This design comes from an exercise in tuning for a short achievable clock period and few clock cycles on the open sky130 flow, not from production work.
No functional check of the RTL was part of any run shown here.
No activity file was given, so power comes from the tool's default toggle rates.

[run.sh]
#!/bin/bash
# synth_recipe.tcl (not shown) runs the flow's synth.tcl, then flattens the netlist and writes it again
# the make line also repeats each setting of config.mk as NAME=value (left out here)
make -C /OpenROAD-flow-scripts/flow DESIGN_CONFIG=/design/flow/config.mk WORK_HOME=/design/flow/orfs CLKGATE_MAP_FILE= SYNTH_SCRIPT=/design/flow/synth_recipe.tcl finish
[config.mk]
export PLATFORM = sky130hd
export DESIGN_NAME = mem_readout_top_2
export DESIGN_NICKNAME = mem_readout_top_2
export VERILOG_FILES = /design/flow/design.v
export SDC_FILE = /design/flow/constraint.sdc
export NUM_CORES = 4
export LEC_CHECK = 0
export ABC_CLOCK_PERIOD_IN_PS = 1200
export CAP_MARGIN = 20
export CORE_AREA = 6 6 256 256
export CTS_CLUSTER_DIAMETER = 120
export CTS_CLUSTER_SIZE = 30
export DIE_AREA = 0 0 262 262
export PLACE_DENSITY = 0.6
export SETUP_SLACK_MARGIN = 1.8
export SLEW_MARGIN = 20
[constraint.sdc]
create_clock -name core_clock -period 3.0 [get_ports {clk}]
set_input_delay 0.6000 -clock core_clock [delete_from_list [all_inputs] [get_ports {clk}]]
set_output_delay 0.6000 -clock core_clock [all_outputs]
set_load 0.01 [all_outputs]
[design.v]
`timescale 1ns / 1ps
module mem_readout_top_2(
    input clk,
    input reset,
    input wire [2:0] BX,
    input [6:0] clk_cnt,
    input [2:0] BX_pipe,
    input [5:0] number_in1,
    output [5:0] read_add1,
    input [43:0] input_L1L2_1,
    input [5:0] number_in2,
    output [5:0] read_add2,
    input [43:0] input_L1L2_2,
    input [5:0] number_in3,
    output [5:0] read_add3,
    input [43:0] input_L1L2_3,
    input [5:0] number_in4,
    output [5:0] read_add4,
    input [43:0] input_L1L2_4,
    input [5:0] number_in5,
    output [5:0] read_add5,
    input [43:0] input_L3L4_1,
    input [5:0] number_in6,
    output [5:0] read_add6,
    input [43:0] input_L3L4_2,
    input [5:0] number_in7,
    output [5:0] read_add7,
    input [43:0] input_L3L4_3,
    input [5:0] number_in8,
    output [5:0] read_add8,
    input [43:0] input_L3L4_4,
    input [5:0] number_in9,
    output [5:0] read_add9,
    input [43:0] input_L5L6_1,
    input [5:0] number_in10,
    output [5:0] read_add10,
    input [43:0] input_L5L6_2,
    input [5:0] number_in11,
    output [5:0] read_add11,
    input [43:0] input_L5L6_3,
    input [5:0] number_in12,
    output [5:0] read_add12,
    input [43:0] input_L5L6_4,
    output reg [47:0] mem_dat_stream,
    output reg valid,
    output reg send_BX,
    output reg none
);
wire [5:0] num [0:11];
assign num[0] = number_in1;   assign num[1] = number_in2;
assign num[2] = number_in3;   assign num[3] = number_in4;
assign num[4] = number_in5;   assign num[5] = number_in6;
assign num[6] = number_in7;   assign num[7] = number_in8;
assign num[8] = number_in9;   assign num[9] = number_in10;
assign num[10] = number_in11; assign num[11] = number_in12;
wire [43:0] dat [0:11];
assign dat[0] = input_L1L2_1;  assign dat[1] = input_L1L2_2;
assign dat[2] = input_L1L2_3;  assign dat[3] = input_L1L2_4;
assign dat[4] = input_L3L4_1;  assign dat[5] = input_L3L4_2;
assign dat[6] = input_L3L4_3;  assign dat[7] = input_L3L4_4;
assign dat[8] = input_L5L6_1;  assign dat[9] = input_L5L6_2;
assign dat[10] = input_L5L6_3; assign dat[11] = input_L5L6_4;
reg [5:0] addr [0:11];           
assign read_add1 = addr[0];   assign read_add2 = addr[1];
assign read_add3 = addr[2];   assign read_add4 = addr[3];
assign read_add5 = addr[4];   assign read_add6 = addr[5];
assign read_add7 = addr[6];   assign read_add8 = addr[7];
assign read_add9 = addr[8];   assign read_add10 = addr[9];
assign read_add11 = addr[10]; assign read_add12 = addr[11];
function [11:0] lowest;
    input [11:0] m;
    integer j;
    reg seen;
    begin
        seen = 1'b0;
        for (j = 0; j < 12; j = j + 1) begin
            lowest[j] = m[j] & ~seen;
            seen = seen | m[j];
        end
    end
endfunction
function [3:0] code;
    input [11:0] s;
    integer j;
    begin
        code = 4'd0;
        for (j = 0; j < 12; j = j + 1)
            code = code | ({4{s[j]}} & (j[3:0] + 4'd1));
    end
endfunction
reg [11:0] pend;
reg [11:0] last;                 
wire [11:0] act = lowest(pend);
integer n;
always @(posedge clk) begin
    for (n = 0; n < 12; n = n + 1) begin
        if (reset) begin
            pend[n] <= |num[n];
            addr[n] <= 6'd0;
            last[n] <= (num[n] == 6'd1);
        end else if (act[n]) begin
            pend[n] <= ~last[n];
            addr[n] <= addr[n] + 6'd1;
            last[n] <= (addr[n] + 6'd2 == num[n]);
        end
    end
end
reg [11:0] sel;                  
reg [3:0]  sel_code;             
reg [2:0]  hdr_bx;               
reg        dvalid;               
reg        hdr;                  
reg [43:0] mux;
integer k;
always @(*) begin
    mux = 44'd0;
    for (k = 0; k < 12; k = k + 1)
        mux = mux | ({44{sel[k]}} & dat[k]);
end
always @(posedge clk) begin
    sel      <= reset ? 12'd0 : act;
    sel_code <= reset ? 4'hF : code(act);
    hdr_bx   <= reset ? BX : 3'd0;
    hdr      <= reset;
    dvalid   <= ~reset & |pend;
    mem_dat_stream <= {sel_code, mux[43:41] | hdr_bx, mux[40:0]};
    valid   <= ~reset & dvalid;
    send_BX <= ~reset & hdr;
    none    <= ~reset & ~|pend;
end
endmodule
==> results.py, run 1 <==
metrics = {
    "status": {
        "status": "no timing/DRC/antenna violations",
    },
    "clock_network": {
        "cts-root-buf": "clkbuf_16",
        "clock_path_buffers": 2,
        "tritoncts": "built",
        "clk_latency_ps": 490,
        "cts_max_level": 4,
        "cts_hold_buf": 0,
        "clk_pin_slew_worst_paths_ps": 80,
        "cts_sinks": 168,
        "cts_made_buffers": 17,
    },
    "setup_path": {
        "criticalPathCategory": "register to register",
        "r2r_slack_ps": 1040,
        "reg2reg_depth": 8,
        "crit_path_start": "pend[1]",
        "critical_path_required_ps": 3380,
        "cp_max_fo": 5,
        "start_kind": "register",
        "slowest_delay_ps": 490,
        "r2r-end": "addr[11][2]",
        "crit_family": "simple AND/OR/NAND/NOR gates",
        "worst-path-buf-inv": 3,
        "crit_top_cell": "buf_6",
        "endpoint_kind": "register",
        "worstPathCellList": "buf_6 -> nor4_4 -> buf_6 -> and2_4 -> buf_6 -> nand4_1 -> xor2_1 -> nor2_1",
        "r2r-start": "pend[1]",
        "cp_slowest_cell": "edfxtp_1",
        "crit_arrival_ps": 2340,
    },
    "grt": {
        "grt_max_degree": 50,
        "grt_usage_pct": 29.6,
        "global_route.overflow_total": 0,
        "antenna_found_initial": 96,
        "grt_pass1_wl_um": 138000,
        "grt_pass1_vias": 15613,
    },
    "synthesis": {
        "synth_common_cells": "dfxtp_1 (145), a22o_1 (130), a221oi_1 (129), nor2_1 (119), xor2_1 (102)",
        "synth_area_leaders": "dfxtp_1 (27%), a22o_1 (11%), a221oi_1 (11%), xor2_1 (8.4%), edfxtp_1 (6.5%)",
        "synth.avg_cell_area_um2": 8.87,
        "ys.flop_type": "dfxtp_1",
        "synthArstFlopShare_pct": 0,
        "yosysMostFrequentCell": "dfxtp_1",
        "synthCells": 1206,
        "ys_seq_area_share_pct": 33.6,
        "yosysTopAreaCellShare_pct": 27.2,
        "synth_top_cell_by_area": "dfxtp_1",
        "ys_warn_count": 2,
        "synth_edf_count": 23,
        "synth_area_um2": 10700,
        "ys_types": 50,
        "ys_seq_elements": 168,
        "synth_nets": 1845,
    },
    "timing": {
        "finalCritPeriodShare_pct": 65.3,
        "fmax_mhz": 511,
        "layout_setup_ws_ps": 1040,
        "max_slew_margin_pct": 39.0,
        "period_needed_ps": 1960,
        "hold_viol": 0,
        "setup_viol": 0,
        "drv_slew": 0,
        "skew_ps": 14.1,
        "worstMarginPinSlew_ps": 915,
        "rsz0062_at_grt": "true",
        "setup_tns_ps": 0,
    },
    "power": {
        "p_clk_share_pct": 35.2,
        "seq_power_share_pct": 36.0,
        "p_sw_share_pct": 30.8,
        "power.switching_uw": 2040,
        "p_total_uw": 6650,
        "ir_drop_mv": 0.438,
        "p_per_area_nw_per_um2": 261,
        "p_int_uw": 4600,
        "p_leak_uw": 0.00994,
        "p_comb_share_pct": 28.8,
    },
    "placement": {
        "dpl_cell_area_um2": 20100,
        "place_ws_ps": 604,
        "place.gp.congestion": 0.956,
        "dpl.hpwl_um": 77300,
        "port_buffers": 727,
    },
    "routing": {
        "wirelength_um": 108000,
        "ant_nets": 0,
        "wire_per_inst_um": 35.4,
        "remaining_drc_errors": 0,
        "wl_met1_um": 38200,
        "highest_layer": "met5",
        "vias": 15338,
        "routed_via_density": 5.03,
        "wl_met2_um": 49600,
        "drtIter0Drc": 1187,
        "wl_met3_um": 13100,
        "firstDrtPassIters": 7,
    },
    "finish": {
        "fin_nets": 2783,
        "area_growth_pct": 138,
        "final_area_um2": 25500,
        "layout-drive-gt1-share_pct": 43.6,
    },
    "die": {
        "dieArea_um2": 68600,
        "core_area_um2": 61700,
        "fp-row-count": 91,
        "initial_utilization_pct": 17.3,
        "io_pins": 738,
        "die_h_um": 262,
        "die-width_um": 262,
    },
    "worst_hold_path": {
        "min-delay-start": "sel_code[1]",
        "hold_path_depth": 0,
        "hold_class": "register to register",
        "hold_path_end": "mem_dat_stream[45]",
    },
    "run": {
        "drv_cap": 0,
    },
}
-- registers in the layout, summed over array words and instances (netlist names) --
signal,cells
pend,12
addr,72
hdr,1
sel,12
sel_code,4
last,12
dvalid,1
hdr_bx,3
mem_dat_stream,48
valid,1
send_BX,1
none,1
-- power groups by stage --
stage | logic [uW] | registers [uW] | clock network (uW)
after CTS | 1850 | 2390 | 2420
after floorplan | 392 | 2500 | 0
final | 1920 | 2390 | 2340
after global placement | 1630 | 2510 | 0
after global routing | 2000 | 2400 | 2500
after detailed placement | 1640 | 2510 | 0
-- cells in the final DEF (no fill, tap or decap), types with 8 or more instances in the layout --
cell type,synthesis,routed
clkdlybuf4s50_1,0,550
buf_6,0,196
buf_4,0,157
a22o_1,130,125
a221oi_2,0,119
nor2_1,119,107
xor2_1,102,91
dfxtp_4,0,75
nand3_1,100,63
dfxtp_2,0,58
diode_2,0,54
buf_12,0,39
nand3_2,0,32
mux2i_1,29,29
buf_8,0,26
edfxtp_1,23,23
nand2_1,35,22
o21ai_0,27,19
a21oi_1,25,18
buf_2,4,18
xnor2_1,29,17
nand4_1,17,17
clkbuf_16,0,17
buf_16,0,16
nor3_4,0,14
or4_4,0,12
xnor2_2,0,12
ha_1,24,12
ha_4,0,12
dfxtp_1,145,12
a221oi_4,0,10
nor2b_1,12,10
a2bb2oi_1,10,10
nand2b_1,9,9
inv_1,10,8
xor2_2,0,8
nand3b_1,8,8
o21ai_1,0,8
-- worst reg2reg max path, delay by kind of cell, from the launching register on --
| family | cells | cell delay [ps] |
|---|---|---|
| simple gates | 4 | 660 |
| xor+xnor | 1 | 210 |
| buf+inv | 3 | 500 |
| flops | 1 | 490 |
-- area by class of cell --
cell class | instances | area [um^2]
Fill cell | 5953 | 36200
Clock inverter | 15 | 176
Tap cell | 837 | 1050
Timing Repair Buffer | 1015 | 10700
Clock buffer | 17 | 425
Antenna cell | 54 | 135
Multi-Input combinational cell | 932 | 8960
Inverter | 10 | 40.0
Sequential cell | 168 | 3950
-- per-stage QoR --
| stage | hold WS, ps | utilization, % | cells |
|---|---|---|---|
| after floorplan | 310 | - | 1206 |
| after global placement | 315 | 32.5 | 2702 |
| after detailed placement | 315 | 32.5 | 2702 |
| after CTS | 332 | 39.5 | 2944 |
| after global routing | 333 | 41.2 | 3031 |
| final | 331 | 41.3 | 3048 |
-- logic make-up after synthesis --
kind of cell	Yosys count	share of synthesized area, %
AO/OA/AOI/OAI	348	26.6
XOR/XNOR	134	11.4
adder cells (fa/ha/maj)	24	2.81
buffers and inverters	106	3.77
flip-flops	168	33.6
multiplexers	29	2.72
AND/OR/NAND/NOR	397	19.1
-- per-layer routing --
| metal | GRT usage (%) | vias up |
|---|---|---|
| met4 | 17.8 | 52 |
| met2 | 46.1 | 883 |
| met1 | 31.4 | 7439 |
| met5 | 0 | - |
| met3 | 16.5 | 291 |
| li1 | - | 6673 |
-- repair_timing --
| action | 4_1_cts | 5_1_grt |
|---|---|---|
| gates cloned | 10 | 0 |
| endpoints found under the hold margin | 0 | 0 |
| resized for setup | 1302 | 137 |
| buffers inserted | 200 | 50 |
| pin swaps | 143 | 107 |
| endpoints found under the setup margin | 298 | 297 |
-- worst max-delay path by stage --
stage	to	slack [ps]	cells past startpoint
6_report	addr[11][2]	1040	8
5_1_grt	addr[11][2]	990	8
4_1_cts	addr[6][4]	1090	6
3_5_place_dp	last[2]	600	5
3_3_place_gp	last[1]	600	5
2_1_floorplan	last[6]	1060	4
==> inputs of run 2 (changes only) <==
--- a/config.mk
+++ b/config.mk
@@ -7,10 +7,8 @@
 export LEC_CHECK = 0
 export ABC_CLOCK_PERIOD_IN_PS = 1200
 export CAP_MARGIN = 20
-export CORE_AREA = 6 6 256 256
-export CTS_CLUSTER_DIAMETER = 120
-export CTS_CLUSTER_SIZE = 30
-export DIE_AREA = 0 0 262 262
+export CORE_AREA = 10 10 290 290
+export DIE_AREA = 0 0 300 300
 export PLACE_DENSITY = 0.6
 export SETUP_SLACK_MARGIN = 1.8
 export SLEW_MARGIN = 20
==> run 2 against run 1 <==
Against the previous run:
- largest power group is now the clock network
- wire length grew 1.6%
- largest cell class unchanged
- clock-buffer cell count grew 3
- die area grew 31%
==> results.py, run 2 <==
metrics = {
    "routing": {
        "wire_per_inst_um": 33.8,
        "firstDrtPassIters": 5,
        "remaining_drc_errors": 0,
        "routed_via_density": 4.67,
        "drtIter0Drc": 1089,
        "vias": 15167,
        "ant_nets": 0,
        "wirelength_um": 110000,
    },
    "timing": {
        "holdWs_ps": 326,
        "setup_tns_ps": 0,
        "layout_setup_ws_ps": 1000,
        "drv_slew": 0,
        "period_needed_ps": 2000,
        "fmax_mhz": 501,
        "worstMarginPinSlew_ps": 833,
        "rsz0062_at_grt": "true",
        "max_slew_margin_pct": 44.5,
        "setup_viol": 0,
        "skew_ps": 28.7,
        "finalCritPeriodShare_pct": 66.6,
        "hold_viol": 0,
    },
    "synthesis": {
        "synth_area_leaders": "dfxtp_1 (27%), a22o_1 (11%), a221oi_1 (11%), xor2_1 (8.4%), edfxtp_1 (6.5%)",
        "synth_area_um2": 10700,
        "synth_edf_count": 23,
        "synthCells": 1206,
        "synth_common_cells": "dfxtp_1 (145), a22o_1 (130), a221oi_1 (129), nor2_1 (119), xor2_1 (102)",
        "synthArstFlopShare_pct": 0,
        "ys_warn_count": 2,
        "ys_seq_area_share_pct": 33.6,
        "ys_types": 50,
        "yosysMostFrequentCell": "dfxtp_1",
        "yosysTopAreaCellShare_pct": 27.2,
        "ys_seq_elements": 168,
        "synth_nets": 1845,
        "ys.flop_type": "dfxtp_1",
        "synth_top_cell_by_area": "dfxtp_1",
        "synth.avg_cell_area_um2": 8.87,
    },
    "die": {
        "fp-row-count": 102,
        "die_h_um": 300,
        "core_area_um2": 77600,
        "io_pins": 738,
        "dieArea_um2": 90000,
        "initial_utilization_pct": 13.8,
        "die-width_um": 300,
    },
    "setup_path": {
        "r2r_slack_ps": 1000,
        "cp_max_fo": 7,
        "crit_arrival_ps": 2410,
        "critical_path_required_ps": 3420,
        "cp_slowest_cell": "or4_4",
        "reg2reg_depth": 6,
        "criticalPathCategory": "register to register",
        "slowest_delay_ps": 620,
        "start_kind": "register",
        "r2r-end": "addr[6][4]",
        "r2r-start": "pend[3]",
        "worstPathCellList": "or4_4 -> nor4b_4 -> buf_6 -> nand4_1 -> xor2_1 -> nor2_1",
        "endpoint_kind": "register",
        "worst-path-buf-inv": 1,
        "crit_family": "simple AND/OR/NAND/NOR gates",
    },
    "power": {
        "p_per_area_nw_per_um2": 262,
        "p_sw_share_pct": 30.1,
        "p_comb_share_pct": 27.6,
        "p_int_uw": 4760,
        "seq_power_share_pct": 35.3,
        "p_leak_uw": 0.00998,
        "ir_drop_mv": 0.365,
        "p_clk_share_pct": 37.1,
        "p_total_uw": 6800,
        "power.switching_uw": 2050,
    },
    "finish": {
        "post-route-util_pct": 33.5,
        "largest_reg_flops": 72,
        "area_growth_pct": 143,
        "top_register": "addr",
        "fin_nets": 2793,
        "layout_commonest_cell": "clkdlybuf4s50_1",
        "layout-drive-gt1-share_pct": 44.1,
        "top_regs": "addr x72, mem_dat_stream x48",
        "mostFrequentLayoutCells": "clkdlybuf4s50_1 (549), buf_6 (183), buf_4 (167)",
    },
    "worst_hold_path": {
        "hold_class": "register to register",
        "min-delay-start": "sel_code[2]",
        "hold_path_depth": 0,
        "hold_path_end": "mem_dat_stream[46]",
    },
    "placement": {
        "dpl.hpwl_um": 76500,
        "place.gp.congestion": 0.954,
        "place_ws_ps": 596,
        "port_buffers": 727,
    },
    "grt": {
        "grt_usage_pct": 22.9,
        "grt_pass1_vias": 15409,
        "global_route.overflow_total": 0,
        "antenna_found_initial": 75,
        "grt_max_degree": 56,
        "grt_pass1_wl_um": 140000,
    },
    "clock_network": {
        "tritoncts": "built",
        "cts_made_buffers": 17,
        "clk_latency_ps": 510,
        "clk_pin_slew_worst_paths_ps": 70,
        "cts_max_level": 4,
        "cts_sinks": 168,
        "clock_path_buffers": 2,
        "cts-root-buf": "clkbuf_16",
    },
    "run": {
        "drv_cap": 0,
    },
    "status": {
        "status": "no timing/DRC/antenna violations",
    },
}
==> run 2: cell types whose count changed in the layout (fill, tap and decap cells not counted), moves of 4 or more <==
cell | previous run | this run
buf_16 | 16 | 20
buf_2 | 18 | 22
buf_4 | 157 | 167
buf_6 | 196 | 183
buf_8 | 26 | 30
clkinv_8 | 4 | 0
diode_2 | 54 | 39
nand3_1 | 63 | 69
nand3_2 | 32 | 25
nor2b_1 | 10 | 6
nor2b_4 | 2 | 6
==> run 2: how the worst max path moves through the flow <==
| stage | startpoint | endpoint | depth (start not counted) |
|---|---|---|---|
| floorplan | pend[3] | last[6] | 4 |
| global placement | number_in3[5] | last[2] | 5 |
| detailed placement | number_in3[5] | last[2] | 5 |
| CTS | pend[2] | addr[6][4] | 6 |
| global route | pend[3] | addr[5][4] | 7 |
| finish | pend[3] | addr[6][4] | 6 |
==> run 2: final cells by class <==
| type | count | area, um^2 |
|---|---|---|
| Multi-Input combinational cell | 933 | 9110 |
| Fill cell | 7933 | 51600 |
| Antenna cell | 39 | 97.6 |
| Timing Repair Buffer | 1024 | 10900 |
| Tap cell | 1040 | 1300 |
| Clock buffer | 20 | 447 |
| Clock inverter | 12 | 155 |
| Sequential cell | 168 | 3950 |
| Inverter | 10 | 40.0 |
==> run 2: timing repair <==
item,4_1_cts,5_1_grt
setup endpoints to repair,300,295
gates resized for setup,1290,135
pin swaps,165,126
hold buffers,0,0
gates cloned,9,4
buffers inserted,198,55
==> run 2: per-stage QoR <==
step	instance area (um^2)	cells
2_1_floorplan	12300	1206
3_3_place_gp	20400	2909
3_5_place_dp	20400	2909
4_1_cts	24800	3148
5_1_grt	26000	3237
6_report	26000	3246
==> run 2: cells by family after synthesis <==
logic type | after synthesis | synth area share, %
and+or+nand+nor | 397 | 19.1
AOI/OAI and AO/OA | 348 | 26.6
DFF | 168 | 33.6
xor gates and xnor gates | 134 | 11.4
buffers and inverters | 106 | 3.77
muxes | 29 | 2.72
adders and majority gates | 24 | 2.81
==> run 2: power by group through the flow <==
| stage | Combinational [uW] | Sequential, uW | Clock (uW) |
|---|---|---|---|
| final | 1880 | 2400 | 2530 |
| after floorplan | 392 | 2500 | 0 |
| after global routing | 1970 | 2410 | 2680 |
| after detailed placement | 1640 | 2500 | 0 |
| after global placement | 1630 | 2500 | 0 |
| after CTS | 1810 | 2400 | 2630 |
==> run 2: worst register-to-register path: stages, from the launching register on <==
cell,delay [ps]
edfxtp_1,460
or4_4,620
nor4b_4,300
buf_6,180
nand4_1,100
xor2_1,160
nor2_1,130
==> run 2: metal layers <==
layer	global-route usage, %	wire length (um)	part of all wire, %
met4	12.6	5940	5.4
met3	10.0	12000	11
met2	37.9	52300	48
met1	24.3	39200	36
met5	0	233	0.21
==> inputs of run 3 (changes only) <==
--- a/design.v
+++ b/design.v
@@ -67,18 +67,6 @@
 assign read_add7 = addr[6];   assign read_add8 = addr[7];
 assign read_add9 = addr[8];   assign read_add10 = addr[9];
 assign read_add11 = addr[10]; assign read_add12 = addr[11];
-function [11:0] lowest;
-    input [11:0] m;
-    integer j;
-    reg seen;
-    begin
-        seen = 1'b0;
-        for (j = 0; j < 12; j = j + 1) begin
-            lowest[j] = m[j] & ~seen;
-            seen = seen | m[j];
-        end
-    end
-endfunction
 function [3:0] code;
     input [11:0] s;
     integer j;
@@ -88,18 +76,53 @@
             code = code | ({4{s[j]}} & (j[3:0] + 4'd1));
     end
 endfunction
-reg [11:0] pend;
+wire [11:0] ne_in;               
+genvar g;
+generate
+    for (g = 0; g < 12; g = g + 1) begin : g_ne
+        assign ne_in[g] = |num[g];
+    end
+endgenerate
+reg [11:0] act;
 reg [11:0] last;                 
-wire [11:0] act = lowest(pend);
+reg [11:0] succ [0:11];
+wire [11:0] leave = act & last;  
+integer i, j;
+reg [11:0] act_nxt;
+always @(*) begin
+    for (j = 0; j < 12; j = j + 1) begin
+        act_nxt[j] = act[j] & ~last[j];
+        for (i = 0; i < j; i = i + 1)
+            act_nxt[j] = act_nxt[j] | (leave[i] & succ[i][j]);
+    end
+end
+reg [11:0] first_in;             
+reg [11:0] succ_in [0:11];
+reg        seen;
+always @(*) begin
+    seen = 1'b0;
+    for (j = 0; j < 12; j = j + 1) begin
+        first_in[j] = ne_in[j] & ~seen;
+        seen = seen | ne_in[j];
+    end
+    for (i = 0; i < 12; i = i + 1) begin
+        seen = 1'b0;
+        for (j = 0; j < 12; j = j + 1) begin
+            succ_in[i][j] = (j > i) & ne_in[j] & ~seen;
+            if (j > i) seen = seen | ne_in[j];
+        end
+    end
+end
 integer n;
 always @(posedge clk) begin
+    act <= reset ? first_in : act_nxt;
     for (n = 0; n < 12; n = n + 1) begin
+        if (reset)
+            succ[n] <= succ_in[n];
         if (reset) begin
-            pend[n] <= |num[n];
             addr[n] <= 6'd0;
             last[n] <= (num[n] == 6'd1);
         end else if (act[n]) begin
-            pend[n] <= ~last[n];
             addr[n] <= addr[n] + 6'd1;
             last[n] <= (addr[n] + 6'd2 == num[n]);
         end
@@ -122,10 +145,10 @@
     sel_code <= reset ? 4'hF : code(act);
     hdr_bx   <= reset ? BX : 3'd0;
     hdr      <= reset;
-    dvalid   <= ~reset & |pend;
+    dvalid   <= ~reset & |act;
     mem_dat_stream <= {sel_code, mux[43:41] | hdr_bx, mux[40:0]};
     valid   <= ~reset & dvalid;
     send_BX <= ~reset & hdr;
-    none    <= ~reset & ~|pend;
+    none    <= ~reset & ~|act;
 end
 endmodule
--- a/config.mk
+++ b/config.mk
@@ -5,10 +5,10 @@
 export SDC_FILE = /design/flow/constraint.sdc
 export NUM_CORES = 4
 export LEC_CHECK = 0
-export ABC_CLOCK_PERIOD_IN_PS = 1200
+export ABC_CLOCK_PERIOD_IN_PS = 1300
 export CAP_MARGIN = 20
 export CORE_AREA = 10 10 290 290
 export DIE_AREA = 0 0 300 300
 export PLACE_DENSITY = 0.6
-export SETUP_SLACK_MARGIN = 1.8
+export SETUP_SLACK_MARGIN = 1.6
 export SLEW_MARGIN = 20
==> run 3 against run 2 <==
Against the previous run:
- synthesized cell count rose by 18%
- sequential cell count rose by 66
- synthesized area rose by 25%
- maximum frequency rose by 15%
- critical path depth fell by 4
- clock skew fell by 0.95 ps
- largest power group unchanged
==> results.py, run 3 <==
metrics = {
    "die": {
        "core_area_um2": 77600,
        "io_pins": 738,
        "die_h_um": 300,
        "initial_utilization_pct": 17.2,
        "dieArea_um2": 90000,
        "die-width_um": 300,
        "fp-row-count": 102,
    },
    "power": {
        "p_per_area_nw_per_um2": 406,
        "p_total_uw": 11700,
        "p_int_uw": 8070,
        "p_clk_share_pct": 38.4,
        "p_sw_share_pct": 30.8,
        "p_comb_share_pct": 29.1,
        "p_leak_uw": 0.0109,
        "power.switching_uw": 3590,
        "ir_drop_mv": 0.352,
        "seq_power_share_pct": 32.5,
    },
    "clock_network": {
        "tritoncts": "built",
        "cts_made_buffers": 34,
        "clk_latency_ps": 560,
        "cts_sinks": 234,
        "clock_path_buffers": 3,
        "cts_max_level": 2,
        "cts-root-buf": "clkbuf_16",
        "clk_pin_slew_worst_paths_ps": 60,
    },
    "routing": {
        "vias": 16920,
        "drtIter0Drc": 1307,
        "wire_per_inst_um": 33.6,
        "ant_nets": 0,
        "wirelength_um": 118000,
        "remaining_drc_errors": 0,
        "routed_via_density": 4.83,
        "firstDrtPassIters": 5,
    },
    "finish": {
        "mostFrequentLayoutCells": "clkdlybuf4s50_1 (531), buf_4 (213), buf_6 (140)",
        "multi_input_area_um2": 9500,
        "layout_commonest_cell": "clkdlybuf4s50_1",
        "top_register": "addr",
        "top_regs": "addr x72, succ x66, mem_dat_stream x48",
        "nFillCells": 7761,
        "area_growth_pct": 114,
        "layout-drive-gt1-share_pct": 40.4,
        "fin_nets": 3020,
        "largest_reg_flops": 72,
        "seqCellArea_um2": 5860,
    },
    "grt": {
        "grt_pass1_vias": 16894,
        "grt_usage_pct": 24.7,
        "grt_pass1_wl_um": 152000,
        "antenna_found_initial": 85,
        "global_route.overflow_total": 0,
        "grt_max_degree": 60,
    },
    "worst_hold_path": {
        "hold_class": "register to register",
        "hold_path_depth": 0,
    },
    "synthesis": {
        "ys_seq_elements": 234,
        "synth_top_cell_by_area": "dfxtp_1",
        "yosysTopAreaCellShare_pct": 23.3,
        "synth_common_cells": "dfxtp_1 (156), nor2_1 (142), a221oi_1 (135), a22o_1 (135), xor2_1 (101)",
        "ys_warn_count": 4,
        "yosysMostFrequentCell": "dfxtp_1",
        "ys.flop_type": "dfxtp_1",
        "synth_area_leaders": "dfxtp_1 (23%), edfxtp_1 (18%), a221oi_1 (8.8%), a22o_1 (8.8%), xor2_1 (6.6%)",
        "synth_edf_count": 78,
        "ys_seq_area_share_pct": 40.8,
        "synth.avg_cell_area_um2": 9.37,
        "synth_area_um2": 13400,
        "synthArstFlopShare_pct": 0,
        "synth_nets": 2067,
        "ys_types": 61,
        "synthCells": 1428,
    },
    "setup_path": {
        "cp_max_fo": 4,
        "crit_top_cell": "buf_6",
        "reg2reg_depth": 4,
        "criticalPathCategory": "register to primary output",
        "crit_arrival_ps": 1140,
        "slowest_delay_ps": 370,
        "worstPathCellList": "buf_6 -> buf_6",
        "start_kind": "register",
        "endpoint_kind": "primary output",
        "worst-path-buf-inv": 2,
        "crit_cells": 2,
        "crit_family": "flip-flops",
        "cp_slowest_cell": "dfxtp_4",
        "critical_path_required_ps": 2400,
    },
    "status": {
        "status": "no timing/DRC/antenna violations",
    },
    "timing": {
        "skew_ps": 27.7,
        "max_slew_margin_pct": 65.6,
        "setup_tns_ps": 0,
        "hold_viol": 0,
        "setup_viol": 0,
        "fmax_mhz": 576,
        "drv_slew": 0,
        "worstMarginPinSlew_ps": 516,
        "finalCritPeriodShare_pct": 57.9,
        "period_needed_ps": 1740,
        "rsz0062_at_grt": "true",
    },
    "placement": {
        "place.gp.congestion": 1.06,
        "port_buffers": 727,
        "dpl.hpwl_um": 88100,
    },
    "run": {
        "drv_cap": 0,
    },
}
-- run 3: changes by cell type after synthesis, sizes merged, moves of 11 or more --
cell,delta
a32oi,+18
edfxtp,+55
a21oi,+14
nor2b,+12
inv,+28
dfxtp,+11
buf,+14
nand2,+25
nor2,+23
-- run 3: power groups by stage --
stage | logic (uW) | clock network (uW) | registers, uW
after CTS | 3240 | 4600 | 3790
final | 3390 | 4480 | 3790
after detailed placement | 2590 | 0 | 3950
after global routing | 3590 | 4730 | 3820
after global placement | 2600 | 0 | 3950
after floorplan | 802 | 0 | 3790
-- run 3: cell type report --
| type | instances | area share [%] |
|---|---|---|
| well taps | 1040 | 4.53 |
| diodes | 53 | 0.462 |
| inverters | 39 | 0.632 |
| repair buffers | 1025 | 36.5 |
| clock buffers | 47 | 3.45 |
| clock inverters | 15 | 0.898 |
| flip-flops and latches | 234 | 20.4 |
| multi-input cells | 1047 | 33.1 |
-- run 3: final timing paths --
check                            startpoint                  to  slack (ps)
worst max-delay path             addr[7][1]        read_add8[1]        1260
worst min-delay path            sel_code[3]  mem_dat_stream[47]         330
worst max register to register   addr[7][4]             last[7]        1270
worst min register to register  sel_code[3]  mem_dat_stream[47]         330
-- run 3: cells by family (layout without fill, tap and decap cells) --
logic type / Yosys count / count (layout) / synth area share, %
other: 0 / 53 / 0
XOR/XNOR: 130 / 130 / 8.71
AO/OA/AOI/OAI: 407 / 407 / 24.4
buffers and inverters: 147 / 1126 / 4.30
adder cells (fa/ha/maj): 24 / 24 / 2.24
AND/OR/NAND/NOR: 463 / 463 / 17.8
multiplexers: 23 / 23 / 1.72
flip-flops: 234 / 234 / 40.8
-- run 3: what timing repair did --
| action | in CTS | in global routing |
|---|---|---|
| gates cloned | 8 | 1 |
| gates resized for setup | 1356 | 212 |
| setup endpoints to repair | 275 | 224 |
| pin swaps | 125 | 116 |
| hold buffers | 0 | 0 |
| setup buffers | 203 | 44 |
-- run 3: stage by stage --
step           area (um^2)  util, %  setup WS, ps  hold WS [ps]  std cells
3_3_place_gp         22400     28.9           265           313       3129
2_1_floorplan        14000        -          1140           310       1428
5_1_grt              28700     36.9          1210           335       3489
3_5_place_dp         22400     28.9           258           315       3129
6_report             28700     37.0          1260           327       3500
4_1_cts              27500     35.4          1200           328       3402
-- run 3: metal layers --
layer / routed length, um / part of all wire, % / track usage, %
met1: 40200 / 34 / 25.1
met5: 92 / 0.078 / 0
met4: 7450 / 6.3 / 15.7
met3: 11300 / 9.6 / 9.10
met2: 58600 / 50 / 42.6
==> inputs of run 4 (changes only) <==
--- a/design.v
+++ b/design.v
@@ -85,6 +85,7 @@
 endgenerate
 reg [11:0] act;
 reg [11:0] last;                 
+reg [5:0]  rem [0:11];           
 reg [11:0] succ [0:11];
 wire [11:0] leave = act & last;  
 integer i, j;
@@ -121,10 +122,12 @@
             succ[n] <= succ_in[n];
         if (reset) begin
             addr[n] <= 6'd0;
+            rem[n]  <= num[n];
             last[n] <= (num[n] == 6'd1);
         end else if (act[n]) begin
             addr[n] <= addr[n] + 6'd1;
-            last[n] <= (addr[n] + 6'd2 == num[n]);
+            rem[n]  <= rem[n] - 6'd1;
+            last[n] <= (rem[n] == 6'd2);
         end
     end
 end
--- a/config.mk
+++ b/config.mk
@@ -7,8 +7,10 @@
 export LEC_CHECK = 0
 export ABC_CLOCK_PERIOD_IN_PS = 1300
 export CAP_MARGIN = 20
-export CORE_AREA = 10 10 290 290
-export DIE_AREA = 0 0 300 300
+export CORE_AREA = 6 6 264 264
+export CTS_CLUSTER_DIAMETER = 80
+export CTS_CLUSTER_SIZE = 20
+export DIE_AREA = 0 0 270 270
 export PLACE_DENSITY = 0.6
 export SETUP_SLACK_MARGIN = 1.6
 export SLEW_MARGIN = 20
==> run 4 against run 3 <==
Against the previous run:
- still clean
- setup slack worse by 380 ps
- synthesized area up 15%
- via count up 5.8%
- synthesized cell count up 6.7%
- critical path depth up 11
- first-iteration DRC count up 9.3%
- combinational power up 2%
- critical path type is now input port to register
- largest cell class unchanged
- highest routed layer unchanged
==> results.py, run 4 <==
metrics = {
    "timing": {
        "skew_ps": 23.7,
        "hold_viol": 0,
        "layout_setup_ws_ps": 879,
        "max_slew_margin_pct": 70.4,
        "finalCritPeriodShare_pct": 70.7,
        "drv_slew": 0,
        "fmax_mhz": 472,
        "period_needed_ps": 2120,
        "holdWs_ps": 285,
        "worstMarginPinSlew_ps": 444,
        "setup_tns_ps": 0,
        "rsz0062_at_grt": "true",
        "setup_viol": 0,
    },
    "synthesis": {
        "muxShareOfSynthArea_pct": 1.24,
        "synth_area_um2": 15300,
        "ys_seq_area_share_pct": 49.8,
        "synth_area_leaders": "edfxtp_1 (29%), dfxtp_1 (20%), a221oi_1 (7.7%), a22o_1 (7.2%), nand2_1 (3.4%)",
        "synth-xor-area-share_pct": 5.48,
        "ys_types": 56,
        "synth_top_cell_by_area": "edfxtp_1",
        "yosysMostFrequentCell": "dfxtp_1",
        "yosysTopAreaCellShare_pct": 29.4,
        "ys.flop_type": "dfxtp_1",
        "synth-adder-area-share_pct": 2.94,
        "synth_edf_count": 150,
        "synthCells": 1523,
        "synth_nets": 2174,
        "ys_seq_elements": 306,
        "synth-simple-area-share_pct": 15.5,
        "synth_common_cells": "dfxtp_1 (156), edfxtp_1 (150), nand2_1 (140), a221oi_1 (134), nor2_1 (131)",
        "synth_compound_area_share_pct": 21.1,
        "synth_top_family_by_area": "compound AO/OA/AOI/OAI gates",
        "synth.avg_cell_area_um2": 10.1,
        "synthArstFlopShare_pct": 0,
        "ys_warn_count": 5,
    },
    "setup_path": {
        "r2r_slack_ps": 1220,
        "r2r-start": "last[5]",
        "worst-path-buf-inv": 9,
        "crit_top_cell": "buf_6",
        "reg2reg_depth": 5,
        "cp_max_fo": 3,
        "crit_path_start": "number_in7[3]",
        "r2r-end": "act[8]",
        "criticalPathCategory": "input port to register",
        "start_kind": "input port",
        "cp_slowest_cell": "or4_4",
        "worstPathCellList": "buf_6 -> or4_4 -> nor3_4 -> clkinv_2 -> buf_6 -> buf_6 -> buf_6 -> buf_6 -> buf_6 -> buf_8 -> nand3_4 -> buf_6 -> nor2_1",
        "crit_family": "buffers and inverters",
        "slowest_delay_ps": 550,
        "critical_path_required_ps": 3350,
        "endpoint_kind": "register",
        "crit_arrival_ps": 2470,
    },
    "power": {
        "p_per_area_nw_per_um2": 426,
        "p_sw_share_pct": 31.7,
        "ir_drop_mv": 0.403,
        "p_leak_uw": 0.0113,
        "seq_power_share_pct": 41.6,
        "p_comb_share_pct": 27.7,
        "p_int_uw": 8580,
        "p_clk_share_pct": 30.8,
        "power.switching_uw": 3980,
        "p_total_uw": 12600,
    },
    "die": {
        "initial_utilization_pct": 23.3,
        "core_area_um2": 65700,
        "die-width_um": 270,
        "dieArea_um2": 72900,
        "io_pins": 738,
        "die_h_um": 270,
        "fp-row-count": 94,
    },
    "grt": {
        "grt_usage_pct": 30.8,
        "grt_pass1_wl_um": 157000,
        "grt_max_degree": 100,
        "grt_pass1_vias": 18236,
        "antenna_found_initial": 116,
        "global_route.overflow_total": 0,
    },
    "placement": {
        "place_ws_ps": -21.9,
        "place.gp.congestion": 0.975,
        "dpl_cell_area_um2": 24100,
        "port_buffers": 727,
        "dpl.hpwl_um": 94300,
    },
    "clock_network": {
        "tritoncts": "built",
        "cts_made_buffers": 27,
        "cts_max_level": 1,
        "clock_path_buffers": 3,
        "cts_hold_buf": 0,
        "cts_sinks": 306,
        "cts-root-buf": "clkbuf_16",
        "clk_pin_slew_worst_paths_ps": 90,
        "clk_latency_ps": 580,
    },
    "routing": {
        "remaining_drc_errors": 0,
        "vias": 17900,
        "wire_per_inst_um": 35.4,
        "routed_via_density": 5.26,
        "ant_nets": 0,
        "firstDrtPassIters": 5,
        "wirelength_um": 121000,
        "drtIter0Drc": 1428,
    },
    "worst_hold_path": {
        "hold_path_depth": 3,
        "hold_path_end": "rem[5][3]",
        "hold_class": "input port to register",
        "min-delay-start": "number_in6[3]",
    },
    "finish": {
        "nFillCells": 6181,
        "final_area_um2": 29500,
        "mostFrequentLayoutCells": "clkdlybuf4s50_1 (548), buf_6 (187), buf_4 (162)",
        "layout-drive-gt1-share_pct": 36.8,
        "area_growth_pct": 92.5,
        "fin_nets": 3104,
        "top_regs": "addr x72, rem x72, succ x66",
        "layout_commonest_cell": "clkdlybuf4s50_1",
    },
    "run": {
        "drv_cap": 0,
    },
    "status": {
        "status": "no timing/DRC/antenna violations",
    },
}
-- run 4: cell type report --
| class | instances | area, um^2 | area share (%) |
|---|---|---|---|
| Sequential cell | 306 | 7880 | 26.7 |
| Tap cell | 864 | 1080 | 3.66 |
| Clock inverter | 13 | 190 | 0.644 |
| Inverter | 54 | 214 | 0.725 |
| Multi-Input combinational cell | 1054 | 8730 | 29.6 |
| Clock buffer | 36 | 744 | 2.52 |
| Antenna cell | 66 | 165 | 0.560 |
| Timing Repair Buffer | 1010 | 10500 | 35.6 |
-- run 4: worst max-delay path by stage --
stage | endpoint | slack [ps] | depth (start not counted)
after floorplan | succ[0][11] | 440 | 6
after global placement | succ[0][9] | -8 | 8
after detailed placement | succ[0][9] | -20 | 8
after CTS | succ[0][9] | 830 | 7
after global routing | succ[0][6] | 870 | 13
final | succ[1][6] | 880 | 13
-- run 4: worst min-delay path: cells and delay by family --
family / cells / cell delay [ps]
compound gates: 1 / 60
buf+inv: 1 / 70
simple gates: 1 / 40
-- run 4: routing by layer --
layer  routed length (um)  vias to the layer above  part of all wire [%]  global-route usage, %
met4                 8660                       38                   7.2                   18.7
met5                  246                        -                  0.20                      0
met1                41500                     8778                    34                   32.9
met3                14200                      314                    12                   14.1
li1                     -                     7762                     -                      -
met2                56000                     1008                    46                   49.6
-- run 4: logic make-up after synthesis --
family,count (synthesis)
xor gates and xnor gates,96
and+or+nand+nor,484
DFF,306
buffers and inverters,163
AOI/OAI and AO/OA,419
adders and majority gates,36
muxes,19
-- run 4: stage by stage --
stage | util (%) | instances
floorplan | - | 1523
global placement | 36.7 | 3063
detailed placement | 36.7 | 3063
CTS | 43.0 | 3291
global route | 44.8 | 3383
finish | 44.9 | 3403
-- run 4: power by group through the flow --
| stage | Sequential, uW | Clock [uW] | Combinational (uW) |
|---|---|---|---|
| finish | 5220 | 3860 | 3470 |
| global route | 5260 | 4100 | 3660 |
| CTS | 5200 | 3970 | 3290 |
| detailed placement | 5290 | 0 | 2830 |
| global placement | 5270 | 0 | 2820 |
| floorplan | 5180 | 0 | 963 |
-- run 4: timing repair --
action	in CTS	in global routing
buffers inserted	175	44
endpoints found under the setup margin	329	295
gates resized for setup	1287	166
hold endpoints to repair	0	0
gates cloned	4	2
pin swaps	88	77
==> inputs of run 5 (changes only) <==
--- a/config.mk
+++ b/config.mk
@@ -8,8 +8,8 @@
 export ABC_CLOCK_PERIOD_IN_PS = 1300
 export CAP_MARGIN = 20
 export CORE_AREA = 6 6 264 264
-export CTS_CLUSTER_DIAMETER = 80
-export CTS_CLUSTER_SIZE = 20
+export CTS_CLUSTER_DIAMETER = 60
+export CTS_CLUSTER_SIZE = 28
 export DIE_AREA = 0 0 270 270
 export PLACE_DENSITY = 0.6
 export SETUP_SLACK_MARGIN = 1.6
==> run 5 against run 4 <==
Against the previous run:
- utilization grew 1.0 points
- synthesized cell count is the same
- clock power grew 36%
- clock-buffer cell count grew 13
- sequential power is essentially flat
- cell area grew 2.3%
- setup slack gained 31 ps
- critical endpoint is now succ[0][8]
==> results.py, run 5 <==
metrics = {
    "status": {
        "status": "no timing/DRC/antenna violations",
    },
    "synthesis": {
        "ys_types": 56,
        "yosysTopAreaCellShare_pct": 29.4,
        "ys_seq_area_share_pct": 49.8,
        "synth-xor-area-share_pct": 5.48,
        "synth_nets": 2174,
        "synth_compound_area_share_pct": 21.1,
        "ys_warn_count": 5,
        "synth_common_cells": "dfxtp_1 (156), edfxtp_1 (150), nand2_1 (140), a221oi_1 (134), nor2_1 (131)",
        "synthCells": 1523,
        "synth_area_um2": 15300,
        "synth.avg_cell_area_um2": 10.1,
        "synth-simple-area-share_pct": 15.5,
        "synth_area_leaders": "edfxtp_1 (29%), dfxtp_1 (20%), a221oi_1 (7.7%), a22o_1 (7.2%), nand2_1 (3.4%)",
        "synth-adder-area-share_pct": 2.94,
        "ys_seq_elements": 306,
        "synthArstFlopShare_pct": 0,
        "synth_top_cell_by_area": "edfxtp_1",
        "synth_edf_count": 150,
        "muxShareOfSynthArea_pct": 1.24,
        "ys.flop_type": "dfxtp_1",
        "yosysMostFrequentCell": "dfxtp_1",
        "synth_top_family_by_area": "compound AO/OA/AOI/OAI gates",
    },
    "timing": {
        "skew_ps": 39.3,
        "holdWs_ps": 286,
        "max_slew_margin_pct": 61.5,
        "finalCritPeriodShare_pct": 69.7,
        "setup_viol": 0,
        "rsz0062_at_grt": "true",
        "setup_tns_ps": 0,
        "period_needed_ps": 2090,
        "worstMarginPinSlew_ps": 577,
        "drv_slew": 0,
        "hold_viol": 0,
        "fmax_mhz": 479,
    },
    "clock_network": {
        "clk_latency_ps": 600,
        "cts_max_level": 2,
        "cts_made_buffers": 40,
        "cts_hold_buf": 0,
        "tritoncts": "built",
        "cts_sinks": 306,
        "clock_path_buffers": 3,
        "cts-root-buf": "clkbuf_16",
        "clk_pin_slew_worst_paths_ps": 80,
    },
    "setup_path": {
        "r2r-start": "last[4]",
        "worstPathCellList": "buf_6 -> or4_4 -> nor3_4 -> clkinv_2 -> or4_4 -> or3_4 -> nor2_2",
        "cp_slowest_cell": "or4_4",
        "critical_path_required_ps": 3470,
        "crit_top_cell": "or4_4",
        "cp_max_fo": 4,
        "crit_end": "succ[0][8]",
        "crit_path_start": "number_in7[1]",
        "r2r_slack_ps": 1210,
        "crit_cells": 7,
        "crit_arrival_ps": 2550,
        "reg2reg_depth": 5,
        "start_kind": "input port",
        "r2r-end": "act[8]",
        "crit_family": "simple AND/OR/NAND/NOR gates",
        "slowest_delay_ps": 550,
        "worst-path-buf-inv": 2,
        "criticalPathCategory": "input port to register",
        "endpoint_kind": "register",
    },
    "placement": {
        "dpl.hpwl_um": 94300,
        "port_buffers": 727,
        "place.gp.congestion": 0.975,
        "dpl_cell_area_um2": 24100,
    },
    "finish": {
        "mostFrequentLayoutCells": "clkdlybuf4s50_1 (548), buf_4 (180), buf_6 (171)",
        "layout_commonest_cell": "clkdlybuf4s50_1",
        "final_area_um2": 30200,
        "nFillCells": 6124,
        "top_regs": "addr x72, rem x72, succ x66",
        "fin_nets": 3125,
        "area_growth_pct": 97.0,
        "layout-drive-gt1-share_pct": 38.0,
    },
    "grt": {
        "grt_pass1_vias": 18058,
        "grt_pass1_wl_um": 156000,
        "grt_max_degree": 100,
        "antenna_found_initial": 127,
        "grt_usage_pct": 30.8,
        "global_route.overflow_total": 0,
    },
    "die": {
        "die_h_um": 270,
        "fp-row-count": 94,
        "core_area_um2": 65700,
        "initial_utilization_pct": 23.3,
        "io_pins": 738,
        "die-width_um": 270,
        "dieArea_um2": 72900,
    },
    "worst_hold_path": {
        "hold_class": "input port to register",
        "min-delay-start": "number_in6[3]",
    },
    "routing": {
        "remaining_drc_errors": 0,
        "routed_via_density": 5.23,
        "drtIter0Drc": 1414,
        "vias": 17998,
        "firstDrtPassIters": 7,
        "wire_per_inst_um": 35.3,
        "ant_nets": 0,
        "wirelength_um": 121000,
    },
    "power": {
        "p_leak_uw": 0.0118,
        "p_total_uw": 14000,
        "ir_drop_mv": 0.523,
        "p_per_area_nw_per_um2": 464,
    },
    "run": {
        "drv_cap": 0,
    },
}
run 5: cell counts after synthesis:
No cell type changed its count.
run 5: cell type report:
class                      instances  area [um^2]  area share (%)
inverter                          54          211           0.700
timing repair buffer            1018        10600            35.1
clock inverter                    25          329            1.09
antenna                           73          183           0.605
sequential                       306         7880            26.1
clock buffer                      49         1120            3.70
multi-input combinational       1054         8790            29.1
tap                              864         1080            3.58
run 5: kinds of logic after synthesis:
| kind of cell | after synthesis |
|---|---|
| adders and majority gates | 36 |
| muxes | 19 |
| AOI/OAI and AO/OA | 419 |
| buffers and inverters | 163 |
| xor gates and xnor gates | 96 |
| and+or+nand+nor | 484 |
| DFF | 306 |
run 5: per-layer routing:
layer	up-vias	wire length [um]	global-route usage [%]
met3	344	14600	14.7
met2	1055	56300	50.1
met4	38	9250	18.5
met1	8732	40900	32.2
met5	-	277	0
li1	7829	-	-
run 5: worst min path at each step:
stage | to | slack, ps | cells after the start
after floorplan | mem_dat_stream[44] | 310 | 0
after global placement | mem_dat_stream[44] | 320 | 0
after global routing | rem[5][3] | 280 | 3
final | rem[5][3] | 290 | 3
after detailed placement | mem_dat_stream[46] | 320 | 0
after CTS | rem[6][3] | 240 | 3
run 5: worst register-to-register path, stage by stage, from the launching register on:
cell      delay [ps]
edfxtp_1         420
and2_1           330
a221oi_1         330
nand4_1          150
a221oi_1         310
o22ai_2          120
run 5: repair_timing:
action | 4_1_cts | 5_1_grt
endpoints found under the setup margin | 325 | 300
buffers inserted | 141 | 81
cloned | 7 | 4
pin swaps | 78 | 80
gates resized for setup | 1207 | 216
hold endpoints to repair | 0 | 0
run 5: through the flow:
step | std cells | worst slack [ps] | utilization [%]
global placement | 3063 | -7.98 | 36.7
floorplan | 1523 | 436 | -
global route | 3415 | 906 | 45.8
detailed placement | 3063 | -21.9 | 36.7
CTS | 3285 | 859 | 43.3
finish | 3443 | 910 | 45.9
run 5: report_power, final:
| group | internal [uW] | total, uW | switching (uW) |
|---|---|---|---|
| clock | 2850 | 5240 | 2390 |
| sequential | 4850 | 5230 | 379 |
| combinational | 1890 | 3530 | 1640 |
==> inputs of run 6 (changes only) <==
==> flow/run.sh (new file) <==
#!/bin/bash
# Standard layout; every tool's output goes to standard.log.
bash standard.sh > standard.log 2>&1
==> standard.sh (new file) <==
#!/bin/bash
# synth_recipe.tcl (not shown) runs the flow's synth.tcl, then flattens the netlist and writes it again
# the make line also repeats each setting of config.mk as NAME=value (left out here)
make -C /OpenROAD-flow-scripts/flow DESIGN_CONFIG=/design/flow/config.mk WORK_HOME=/design/flow/orfs CLKGATE_MAP_FILE= SYNTH_SCRIPT=/design/flow/synth_recipe.tcl "${@:-finish}"
--- a/config.mk
+++ b/config.mk
@@ -8,9 +8,7 @@
 export ABC_CLOCK_PERIOD_IN_PS = 1300
 export CAP_MARGIN = 20
 export CORE_AREA = 6 6 264 264
-export CTS_CLUSTER_DIAMETER = 60
-export CTS_CLUSTER_SIZE = 28
 export DIE_AREA = 0 0 270 270
 export PLACE_DENSITY = 0.6
-export SETUP_SLACK_MARGIN = 1.6
+export SETUP_SLACK_MARGIN = 1.3
 export SLEW_MARGIN = 20
removed: run.sh
==> run 6 against run 5 <==
Against the previous run:
- still clean
- global-route usage fell by 1.5 points
- synthesized cell count unchanged
- sequential cell count stayed put
- sequential power about the same
- maximum frequency down 1.4%
- synthesized area stayed put
- wire length down 6.3%
- clock power decreased by 7.8%
- critical path depth rose by 1
- combinational power down about 20%
- via count decreased by 5.2%
- die area unchanged
==> results.py, run 6 <==
metrics = {
    "finish": {
        "final_area_um2": 26300,
        "post-route-util_pct": 40.0,
        "area_growth_pct": 71.4,
        "top_regs": "addr x72, rem x72, succ x66",
        "mostFrequentLayoutCells": "clkdlybuf4s50_1 (563), edfxtp_1 (150), nand2_1 (134)",
        "layout_commonest_cell": "clkdlybuf4s50_1",
        "fin_nets": 2968,
        "layout-drive-gt1-share_pct": 23.7,
    },
    "die": {
        "fp-row-count": 94,
        "initial_utilization_pct": 23.3,
        "dieArea_um2": 72900,
        "die-width_um": 270,
        "io_pins": 738,
        "core_area_um2": 65700,
        "die_h_um": 270,
    },
    "worst_hold_path": {
        "hold_path_depth": 3,
        "hold_class": "input port to register",
    },
    "timing": {
        "setup_tns_ps": 0,
        "max_slew_margin_pct": 45.7,
        "hold_viol": 0,
        "finalCritPeriodShare_pct": 70.6,
        "drv_slew": 0,
        "worstMarginPinSlew_ps": 815,
        "skew_ps": 23.4,
        "layout_setup_ws_ps": 881,
        "setup_viol": 0,
        "rsz0062_at_grt": "true",
        "fmax_mhz": 472,
        "period_needed_ps": 2120,
    },
    "placement": {
        "place.gp.congestion": 0.996,
        "port_buffers": 727,
        "dpl.hpwl_um": 93100,
        "place_ws_ps": -66.7,
        "dpl_cell_area_um2": 23900,
    },
    "clock_network": {
        "clk_pin_slew_worst_paths_ps": 60,
        "cts-root-buf": "clkbuf_16",
        "cts_hold_buf": 0,
        "clk_latency_ps": 570,
        "clock_path_buffers": 3,
        "cts_sinks": 306,
        "cts_made_buffers": 39,
        "cts_max_level": 2,
        "tritoncts": "built",
    },
    "synthesis": {
        "ys.flop_type": "dfxtp_1",
        "synth_area_um2": 15300,
        "yosysMostFrequentCell": "dfxtp_1",
        "ys_seq_area_share_pct": 49.8,
        "synth_top_cell_by_area": "edfxtp_1",
        "synth.avg_cell_area_um2": 10.1,
        "synthCells": 1523,
        "synth_common_cells": "dfxtp_1 (156), edfxtp_1 (150), nand2_1 (140), a221oi_1 (134), nor2_1 (131)",
        "ys_types": 56,
        "synth_nets": 2174,
        "synth_area_leaders": "edfxtp_1 (29%), dfxtp_1 (20%), a221oi_1 (7.7%), a22o_1 (7.2%), nand2_1 (3.4%)",
        "ys_warn_count": 5,
        "synth_edf_count": 150,
        "yosysTopAreaCellShare_pct": 29.4,
        "ys_seq_elements": 306,
        "synthArstFlopShare_pct": 0,
    },
    "setup_path": {
        "crit_family": "simple AND/OR/NAND/NOR gates",
        "criticalPathCategory": "input port to register",
        "endpoint_kind": "register",
        "crit_arrival_ps": 2550,
        "reg2reg_depth": 6,
        "crit_top_cell": "or4_4",
        "cp_slowest_cell": "or4_4",
        "worst-path-buf-inv": 3,
        "slowest_delay_ps": 540,
        "critical_path_required_ps": 3440,
        "worstPathCellList": "buf_6 -> or4_4 -> nor3_4 -> buf_12 -> inv_6 -> or4_4 -> or3_4 -> nor2_2",
        "crit_cells": 8,
        "cp_max_fo": 4,
        "start_kind": "input port",
    },
    "power": {
        "p_leak_uw": 0.0101,
        "p_per_area_nw_per_um2": 491,
        "ir_drop_mv": 0.377,
    },
    "grt": {
        "grt_pass1_vias": 17123,
        "grt_max_degree": 97,
        "antenna_found_initial": 124,
        "grt_pass1_wl_um": 149000,
        "global_route.overflow_total": 0,
        "grt_usage_pct": 29.3,
    },
    "routing": {
        "routed_via_density": 5.22,
        "wirelength_um": 114000,
        "drtIter0Drc": 1487,
        "ant_nets": 0,
        "firstDrtPassIters": 7,
        "remaining_drc_errors": 0,
        "wire_per_inst_um": 34.8,
        "vias": 17065,
    },
    "status": {
        "status": "no timing/DRC/antenna violations",
    },
    "run": {
        "drv_cap": 0,
    },
}
-- run 6: per-stage QoR --
step	hold slack [ps]	total power (uW)	instances
after floorplan	310	6050	1523
after global placement	316	8010	3060
after detailed placement	314	8040	3060
after CTS	305	13000	3186
after global routing	317	13400	3241
final	326	12900	3269
-- run 6: cell families (layout without fill, tap and decap cells) --
kind of cell,after synthesis,count (layout),share of synthesized area (%)
buffers and inverters,163,988,4.04
AOI/OAI and AO/OA,419,419,21.1
muxes,19,19,1.24
other,0,57,0
xor gates and xnor gates,96,96,5.48
adders and majority gates,36,36,2.94
DFF,306,306,49.8
and+or+nand+nor,484,484,15.5
-- run 6: final timing paths --
| check | start | endpoint | slack [ps] |
|---|---|---|---|
| max | number_in6[3] | succ[0][7] | 880 |
| min | number_in9[3] | rem[8][3] | 330 |
| min reg2reg | sel_code[2] | mem_dat_stream[46] | 330 |
| max reg2reg | act[2] | act[8] | 1160 |
-- run 6: layer usage --
layer	vias up	global-route usage, %	routed length (um)
li1	7467	-	-
met1	8298	32.1	40300
met2	976	48.7	53700
met3	286	13.5	13400
met4	38	12.7	6140
met5	-	0	239
-- run 6: area by class of cell --
class / count / area (um^2)
multi-input combinational: 1054 / 7550
sequential: 306 / 7830
antenna: 57 / 143
inverter: 54 / 211
clock buffer: 55 / 1090
timing repair buffer: 862 / 8160
clock inverter: 17 / 219
fill: 6438 / 39500
tap: 864 / 1080
-- run 6: power by group --
| group | switching (uW) | internal [uW] |
|---|---|---|
| combinational | 1360 | 1470 |
| sequential | 392 | 4840 |
| clock | 2000 | 2830 |
-- run 6: what timing repair did --
action / CTS / global route
resized for setup: 862 / 97
cloned: 0 / 0
pin swaps: 35 / 38
endpoints found under the setup margin: 230 / 107
buffers inserted: 54 / 26
-- run 6: worst min-delay path: cells and delay by family --
kind	cells	cell delay [ps]
and+or+nand+nor	1	40
buffers and inverters	1	70
AOI/OAI and AO/OA	1	70

what the ideal ports hide:
Ports are ideal in the flow. The routed layouts listed here were re-timed in OpenROAD. Step 1 sets driving cells, clkbuf_16 on the clock port and buf_2 on the other inputs (assumed; they add their load-dependent delay and slew). Step 2 adds t to the input delays and takes it off the output delays; t is the mean of the earliest and latest rising clock arrival at the registers after step 1. Input paths then give back, and output paths get back, about the clock's delay inside the block. Slacks: ideal ports / drivers / drivers and shift; pairs: ideal ports / drivers.
run	t, ns	setup slack, ns	worst data-port slew with drivers (ns)
run 1	0.534	1.042 / 1.042 / 0.842	0.24
run 2	0.553	1.003 / 1.003 / 0.896	0.24
run 3	0.605	1.262 / 1.202 / 0.597	0.28
run 4	0.633	0.879 / 0.902 / 0.269	0.27
run 5	0.641	0.910 / 0.940 / 0.299	0.28
run 6	0.618	0.881 / 0.909 / 0.291	0.31
After both steps every run listed still meets setup and hold. For run 3, which loses most, drivers alone change the setup slack by -0.060 ns; drivers and shift together by -0.665 ns.
